Background: an optimization exercise with open tools, aiming at small area and a short achievable clock period. Do not read the settings as production practice.
At most, simulation tests tie the RTL to the original design; equivalence was not proved.

## jh_efield
module jh_efield(
	input rst,
	input clock,
	input [26:0] r,				 
	input [26:0] V_right,				 
	input [26:0] V_left,					 
	input [26:0] V_top,		 
	input [26:0] V_bottom,	 
	output [26:0] fdtd_result
);
Size in the first run: ~12000 cells after synthesis, about 160 I/O pins.
==> flow/config.mk <==
export PLATFORM = sky130hd
export DESIGN_NAME = jh_efield
export DESIGN_NICKNAME = jh_efield
export VERILOG_FILES = /design/flow/design.v
export SDC_FILE = /design/flow/constraint.sdc
export NUM_CORES = 4
export LEC_CHECK = 0
export ABC_AREA = 1
export CAP_MARGIN = 20
export CORE_MARGIN = 2
export CORE_UTILIZATION = 50
export SLEW_MARGIN = 20
==> flow/constraint.sdc <==
create_clock -name core_clock -period 17.0 [get_ports {clock}]
set_input_delay 3.4000 -clock core_clock [delete_from_list [all_inputs] [get_ports {clock}]]
set_output_delay 3.4000 -clock core_clock [all_outputs]
set_load 0.01 [all_outputs]
standard.sh (not shown) runs the stock make flow with config.mk's settings and CLKGATE_MAP_FILE= SYNTH_SCRIPT=/design/flow/synth_recipe.tcl, a recipe that flattens the netlist after the stock synthesis.
==> flow/flow/run.sh <==
#!/bin/bash
# Layout flow: the standard flow (standard.sh) with two changes:
# - synthesis does not map adders onto the library's full/half-adder cells
#   (ADDER_MAP_FILE left empty), so ABC maps and times that logic with the rest;
# - timing repair (floorplan, CTS and global-route steps) aims for 11 ns of
#   setup slack instead of 0 (SETUP_SLACK_MARGIN), so that it works on the
#   paths that set the period the design achieves. The clock period and the
#   constraints are the design's, unchanged.
set -euo pipefail
cd "$(dirname "$0")/.."
export ADDER_MAP_FILE=
export SETUP_SLACK_MARGIN=11
bash standard.sh > standard.log 2>&1
Then changed:
--- a/flow/flow/run.sh
+++ b/flow/flow/run.sh
@@ -4,3 +4,3 @@
 #   (ADDER_MAP_FILE left empty), so ABC maps and times that logic with the rest;
-# - timing repair (floorplan, CTS and global-route steps) aims for 11 ns of
+# - timing repair (floorplan, CTS and global-route steps) aims for 10.5 ns of
 #   setup slack instead of 0 (SETUP_SLACK_MARGIN), so that it works on the
@@ -11,3 +11,3 @@
 export ADDER_MAP_FILE=
-export SETUP_SLACK_MARGIN=11
+export SETUP_SLACK_MARGIN=10.5
 bash standard.sh > standard.log 2>&1
What happened: Maximum frequency drops by 5.0%; routed wire length drops by 3.2%; worst hold slack stays flat; count of clock-buffer cells in the layout does not change; synthesized cell count stays the same; critical path depth climbs by 2; first-iteration DRC count drops by 2.7%.
Then changed:
--- a/flow/flow/run.sh
+++ b/flow/flow/run.sh
@@ -4,3 +4,3 @@
 #   (ADDER_MAP_FILE left empty), so ABC maps and times that logic with the rest;
-# - timing repair (floorplan, CTS and global-route steps) aims for 10.5 ns of
+# - timing repair (floorplan, CTS and global-route steps) aims for 11 ns of
 #   setup slack instead of 0 (SETUP_SLACK_MARGIN), so that it works on the
@@ -11,3 +11,3 @@
 export ADDER_MAP_FILE=
-export SETUP_SLACK_MARGIN=10.5
+export SETUP_SLACK_MARGIN=11
 bash standard.sh > standard.log 2>&1
PLACE_DENSITY = 0.75   (was not set)
What happened: The new run produced a clean layout. Worst hold slack stays flat. Final area is higher by 3.6%. Via count came out higher by 2.0%. Flip-flop and latch count does not change. Sequential share of layout area went down by 0.41 points. Setup slack is better by 360 ps.

Setup of try-garnet:
jh_efield, a different RTL version from the one above (not shown whole).
Size in the first run: ~12,000 cells after synthesis, roughly 160 I/O pins.
Settings: LEC_CHECK=0, ABC_AREA=1, CAP_MARGIN=20, CORE_MARGIN=2, CORE_UTILIZATION=50, CTS_CLUSTER_DIAMETER=100, CTS_CLUSTER_SIZE=30, PLACE_DENSITY=0.8, SLEW_MARGIN=20; clock period 17.0 ns.
==> flow/flow/run.sh <==
#!/bin/bash
# Layout flow: the standard flow (standard.sh) with two changes:
# - synthesis does not map adders onto the library's full/half-adder cells
#   (ADDER_MAP_FILE left empty), so ABC maps and times that logic with the rest;
# - timing repair (floorplan, CTS and global-route steps) aims for 11 ns of
#   setup slack instead of 0 (SETUP_SLACK_MARGIN), so that it works on the
#   paths that set the period the design achieves. The clock period and the
#   constraints are the design's, unchanged.
set -euo pipefail
cd "$(dirname "$0")/.."
export ADDER_MAP_FILE=
export SETUP_SLACK_MARGIN=11
bash standard.sh > standard.log 2>&1
[inputs] try-violet vs try-garnet
- changing PLACE_DENSITY from 0.8 to 0.9
Notes after the runs:
- Taking try-garnet as the reference, in try-violet global-route wire length before repair now sits at about the same level; worst hold-check slack went down 3.4 ps.
- try-violet: number of detailed-routing iterations run before antenna repair 3 above try-garnet
- Maximum frequency ended up 1.0% lower on try-violet than on try-garnet.
- Relative to try-garnet, final critical-path share of the clock period has gone up in try-violet.
Relative to try-violet, the following input files were edited for try-nickel:
- a change of PLACE_DENSITY from 0.9 to 0.85
==> flow/flow/run.sh <==
#!/bin/bash
# Layout flow: the standard flow (standard.sh) with two changes:
# - synthesis does not map adders onto the library's full/half-adder cells
#   (ADDER_MAP_FILE left empty), so ABC maps and times that logic with the rest;
# - timing repair (floorplan, CTS and global-route steps) aims for 10.75 ns of
#   setup slack instead of 0 (SETUP_SLACK_MARGIN), so that it works on the
#   paths that set the period the design achieves. The clock period and the
#   constraints are the design's, unchanged.
set -euo pipefail
cd "$(dirname "$0")/.."
export ADDER_MAP_FILE=
export SETUP_SLACK_MARGIN=10.75
bash standard.sh > standard.log 2>&1
Result for try-violet and try-nickel: all clean. Total met3 wirelength after detailed routing went down by a little under 10% going from try-violet to try-nickel. try-violet → try-nickel: number of stages on the worst hold path flat; worst setup slack down 320 ps. Comparing try-violet with try-nickel, the cell count came out essentially unchanged. Lower initial antenna violation count was reported by try-violet, not try-nickel. Compare try-violet and try-nickel | clock-buffer cell count lower: try-violet. Achievable clock frequency came out lower on try-nickel than on try-violet.

== build 68 ==
Another version of the RTL of jh_efield (not shown whole).
Size in the first run: ~12000 cells after synthesis, roughly 470 flip-flops, about 160 I/O pins, about 0.065 mm² of cells after synthesis.
clock: 17.0 ns
lec_check: 0
abc_area: 1
cap_margin: 20
core_margin: 2
core_utilization: 50
cts_cluster_diameter: 100
cts_cluster_size: 30
place_density: 0.85
slew_margin: 20
==> flow/flow/run.sh <==
#!/bin/bash
# Layout flow: the standard flow (standard.sh) with two changes:
# - synthesis does not map adders onto the library's full/half-adder cells
#   (ADDER_MAP_FILE left empty), so ABC maps and times that logic with the rest;
# - timing repair (floorplan, CTS and global-route steps) aims for 11 ns of
#   setup slack instead of 0 (SETUP_SLACK_MARGIN), so that it works on the
#   paths that set the period the design achieves. The clock period and the
#   constraints are the design's, unchanged.
set -euo pipefail
cd "$(dirname "$0")/.."
export ADDER_MAP_FILE=
export SETUP_SLACK_MARGIN=11
bash standard.sh > standard.log 2>&1
### build 68 -> build 5
Settings: setting CTS_BUF_LIST to sky130_fd_sc_hd__clkbuf_8 for the first time; removing CTS_CLUSTER_SIZE (formerly 30); changing PLACE_DENSITY from 0.85 to 0.75; removing CTS_CLUSTER_DIAMETER (formerly 100).
[summary]
- Slowest stage cell on the critical path = clkdlybuf4s50_1: build 68; slowest stage cell on the critical path = dfxtp_4: build 5
- Summary of build 5 over build 68: data required time at the worst endpoint flat.
- Multiplexer share of the synthesized area across build 5 and build 68: no real change.
- | utilization | higher: build 5 |
- Looking at end point of the critical path, the fdtd_result[14] result is from build 5; the fdtd_result[11] one comes from build 68.
- Going from build 68 to build 5, clock skew grows by 0.010 ns.
The following lists how build 39 was set up differently from build 5:
Settings: PLACE_DENSITY: 0.75 -> 0.95; CTS_BUF_LIST: sky130_fd_sc_hd__clkbuf_8 -> unset.
Results
From build 5 to build 39, number of nets with antenna violations after detailed routing did not move at all.
Re global-route met3 utilization: build 5 was lower than build 39.
Setup fix buffers added after clock tree synthesis in build 39 vs build 5: down 46
Between build 39 and build 5, final worst slack is higher for build 5, build 39 comes in under that.
Build 39 reached the end of the flow, and the finished layout is clean on the timing, design-rule and antenna checks.
#### Input delta (build 27 over build 39)
Settings: GPL_ROUTABILITY_DRIVEN: unset -> 0; CTS_CLUSTER_SIZE: unset -> 30; PLACE_DENSITY: 0.95 -> 0.85; CTS_CLUSTER_DIAMETER: unset -> 100.
## What came out
Portion of the layout cell area used by clock cells was higher in build 39 than in build 27. Fraction of the cycle the final worst path needs: higher on build 39. On register area, build 39 and build 27 are neck and neck. Comparing build 39 and build 27, the higher global routing usage on met1 is on build 39. Looking only at number of setup buffers added after CTS, and setting everything else aside, the higher value of build 39 and build 27 goes to build 39. The launch point of the worst path comes out s0_tb_dBA[8]$_DFF_P_ in one run and s4_pre6[1]$_DFF_P_ in the other, namely in build 39 and build 27 respectively. Fraction of area in multi-input gates: build 27 vs build 39 up 0.92 points. Diff build 39 -> build 27: met3 routing resource usage after global routing saw a decrease, final non-filler cell total fell by 63.
[inputs] build 89 vs build 27
Settings: GPL_ROUTABILITY_DRIVEN no longer set, was 0; CTS_CLUSTER_SIZE no longer set, was 30; CTS_CLUSTER_DIAMETER no longer set, was 100.
## What came out
- Build 89 — share of cells above drive strength 1 1.0 points higher, build 27 as reference
- Maximum achievable frequency in build 89 is 1.4% below build 27.
- Row worst setup slack after placement: build 89 lower / build 27 higher
- Delta (build 89 minus build 27): worst hold slack rose 0.0094 ns; post-detailed-route via-to-cell ratio fell 0.032; multi-input gate share of the layout cell area fell 0.73 points.
- Compared with build 27, build 89 shows routed wire length that has gone up by a few percent.
- Delta(worst setup slack, build 89 - build 27) < 0

Another version of the RTL of jh_efield (not shown whole).
For scale: about 400 flip-flops, about 160 I/O pins.
Settings: LEC_CHECK=0, ABC_AREA=0, CAP_MARGIN=20, CORE_MARGIN=2, CORE_UTILIZATION=40, SLEW_MARGIN=20; clock period 17.0 ns.
run.sh (not shown) runs the stock make flow with config.mk's settings and CLKGATE_MAP_FILE= SYNTH_SCRIPT=/design/flow/synth_recipe.tcl, a recipe that flattens the netlist after the stock synthesis.
Stock flow here: none of the scripts above is used.
==> next run, changes <==
ABC_AREA = 1   (was 0)
Effect: Cell count climbs by roughly a tenth. Hold slack got worse by 0.012 ns. Die area drops by a few percent. Setup slack got worse by 0.44 ns. Count of clock-buffer cells in the layout does not change. Sequential cell count stays the same.
No functional check of the RTL was part of any run of this note.

jh_efield with an RTL version that a note above also has.
For scale: about 12000 cells after synthesis, roughly 470 flip-flops, about 160 I/O pins, about 65000 um2 of cells after synthesis.
## jh_efield
module jh_efield(
	input rst,
	input clock,
	input [26:0] r,				 
	input [26:0] V_right,				 
	input [26:0] V_left,					 
	input [26:0] V_top,		 
	input [26:0] V_bottom,	 
	output [26:0] fdtd_result
);
	wire [7:0] tb_dAB, rl_dAB;
	wire [8:0] tb_dBA, rl_dBA;
	fpa_esub es12 (.eA(V_top[25:18]), .eB(V_bottom[25:18]), .dAB(tb_dAB), .dBA(tb_dBA));
	fpa_esub es3 (.eA(V_right[25:18]), .eB(V_left[25:18]), .dAB(rl_dAB), .dBA(rl_dBA));
	reg [26:0] s0_top, s0_bot, s0_rgt, s0_lft;
	reg [7:0]  s0_tb_dAB, s0_rl_dAB;
	reg [8:0]  s0_tb_dBA, s0_rl_dBA;
	always @(posedge clock) begin
		s0_top <= V_top; s0_bot <= V_bottom;
		s0_rgt <= V_right; s0_lft <= V_left;
		s0_tb_dAB <= tb_dAB; s0_tb_dBA <= tb_dBA;
		s0_rl_dAB <= rl_dAB; s0_rl_dBA <= rl_dBA;
	end
	wire       s0_tb_gt, s0_rl_gt;
	wire [4:0] s0_tb_d5, s0_rl_d5;
	fpa_dsel ds12 (.dAB(s0_tb_dAB), .dBA(s0_tb_dBA), .a_gt(s0_tb_gt), .d5(s0_tb_d5));
	fpa_dsel ds3 (.dAB(s0_rl_dAB), .dBA(s0_rl_dBA), .a_gt(s0_rl_gt), .d5(s0_rl_d5));
	wire        s0_tb_Ss, s0_tb_Sz, s0_rl_Ss, s0_rl_Sz;
	wire [26:0] s0_tb_L, s0_rl_L;
  ...
==> flow/config.mk <==
export PLATFORM = sky130hd
export DESIGN_NAME = jh_efield
export DESIGN_NICKNAME = jh_efield
export VERILOG_FILES = /design/flow/design.v
export SDC_FILE = /design/flow/constraint.sdc
export NUM_CORES = 4
export LEC_CHECK = 0
export ABC_AREA = 1
export CAP_MARGIN = 20
export CORE_MARGIN = 2
export CORE_UTILIZATION = 50
export CTS_CLUSTER_DIAMETER = 100
export CTS_CLUSTER_SIZE = 30
export PLACE_DENSITY = 0.85
export SLEW_MARGIN = 20
==> flow/constraint.sdc <==
create_clock -name core_clock -period 17.0 [get_ports {clock}]
set_input_delay 3.4000 -clock core_clock [delete_from_list [all_inputs] [get_ports {clock}]]
set_output_delay 3.4000 -clock core_clock [all_outputs]
set_load 0.01 [all_outputs]
standard.sh (not shown) runs the stock make flow with config.mk's settings and CLKGATE_MAP_FILE= SYNTH_SCRIPT=/design/flow/synth_recipe.tcl, a recipe that flattens the netlist after the stock synthesis.
==> flow/flow/run.sh <==
#!/bin/bash
# Layout flow: the standard flow (standard.sh) with two changes:
# - synthesis does not map adders onto the library's full/half-adder cells
#   (ADDER_MAP_FILE left empty), so ABC maps and times that logic with the rest;
# - timing repair (floorplan, CTS and global-route steps) aims for 11.25 ns of
#   setup slack instead of 0 (SETUP_SLACK_MARGIN), so that it works on the
#   paths that set the period the design achieves. The clock period and the
#   constraints are the design's, unchanged.
set -euo pipefail
cd "$(dirname "$0")/.."
export ADDER_MAP_FILE=
export SETUP_SLACK_MARGIN=11.25
bash standard.sh > standard.log 2>&1
The baseline completed without violations.
Change:
--- a/flow/flow/run.sh
+++ b/flow/flow/run.sh
@@ -5 +5 @@
-# - timing repair (floorplan, CTS and global-route steps) aims for 11.25 ns of
+# - timing repair (floorplan, CTS and global-route steps) aims for 11 ns of
@@ -12 +12 @@
-export SETUP_SLACK_MARGIN=11.25
+export SETUP_SLACK_MARGIN=11
- CORE_UTILIZATION: 50 -> 65
What happened: Final cell count falls by a few percent. Worst setup slack gets worse by 0.20 ns. Clock-buffer cell count rises by 1.
Change:
- CORE_UTILIZATION: 65 -> 50
- CTS_CLUSTER_DIAMETER: 100 -> default
- CTS_CLUSTER_SIZE: 30 -> default
- PLACE_DENSITY: 0.85 -> 0.75
Global-route usage is lower by 7.2 points. Routed wire length is higher by a few percent. Hold slack improved by 0.0049 ns. Non-clock buffer count is higher by 13. Fmax barely changes.

## static timing again, ports no longer ideal
The results above use ideal ports. As a check the final layouts listed here were re-extracted and re-timed, cells and wires unchanged.
Step 1 assumes that a clkbuf_16 drives the clock port and a buf_2 every other input.
Step 2 moves the port delays by t, midway between the first and last clock arrival at a register: inputs arrive t later, outputs are due t later. That takes back most of the time a late clock gives input paths.
a / b / c = ideal ports / drivers / drivers and shift; a / b = the first two.
| run | t (ns) | slack for setup (ns) | worst register clock-pin slew, ns | pins driven straight from the clock port |
|---|---|---|---|---|
| the first run of note 1 | 0.744 | 11.089 / 11.010 / 11.105 | 0.09 / 0.09 | 1 |
| the second run of note 1 | 0.740 | 10.780 / 10.701 / 10.841 | 0.09 / 0.09 | 1 |
| the third run of note 1 | 0.726 | 11.141 / 11.062 / 11.062 | 0.08 / 0.08 | 1 |
| try-garnet | 0.740 | 11.120 / 11.035 / 11.248 | 0.11 / 0.11 | 1 |
| try-violet | 0.708 | 11.060 / 10.988 / 11.151 | 0.12 / 0.12 | 1 |
| try-nickel | 0.722 | 10.740 / 10.670 / 11.027 | 0.12 / 0.12 | 1 |
| build 68 | 0.736 | 11.131 / 11.056 / 11.199 | 0.11 / 0.11 | 1 |
| build 5 | 0.868 | 11.109 / 11.030 / 11.137 | 0.08 / 0.08 | 1 |
| build 39 | 0.734 | 10.939 / 10.939 / 10.939 | 0.08 / 0.08 | 1 |
| build 27 | 0.711 | 11.094 / 11.020 / 11.101 | 0.11 / 0.11 | 1 |
| build 89 | 0.734 | 11.012 / 10.937 / 11.147 | 0.08 / 0.08 | 1 |
| the first run of note 4 | 0.700 | 5.086 / 5.086 / 5.086 | 0.07 / 0.07 | 1 |
| the second run of note 4 | 0.699 | 4.648 / 4.648 / 4.648 | 0.07 / 0.07 | 1 |
| the first run of note 5 | 0.738 | 11.254 / 11.213 / 11.254 | 0.11 / 0.11 | 1 |
| the second run of note 5 | 0.722 | 11.057 / 10.980 / 11.082 | 0.12 / 0.12 | 1 |
| the third run of note 5 | 0.748 | 11.071 / 10.988 / 11.112 | 0.07 / 0.07 | 1 |
After both steps every run listed still meets setup and hold. For the third run of note 1, which loses most, drivers alone change the setup slack by -0.079 ns; drivers and shift together by -0.079 ns.
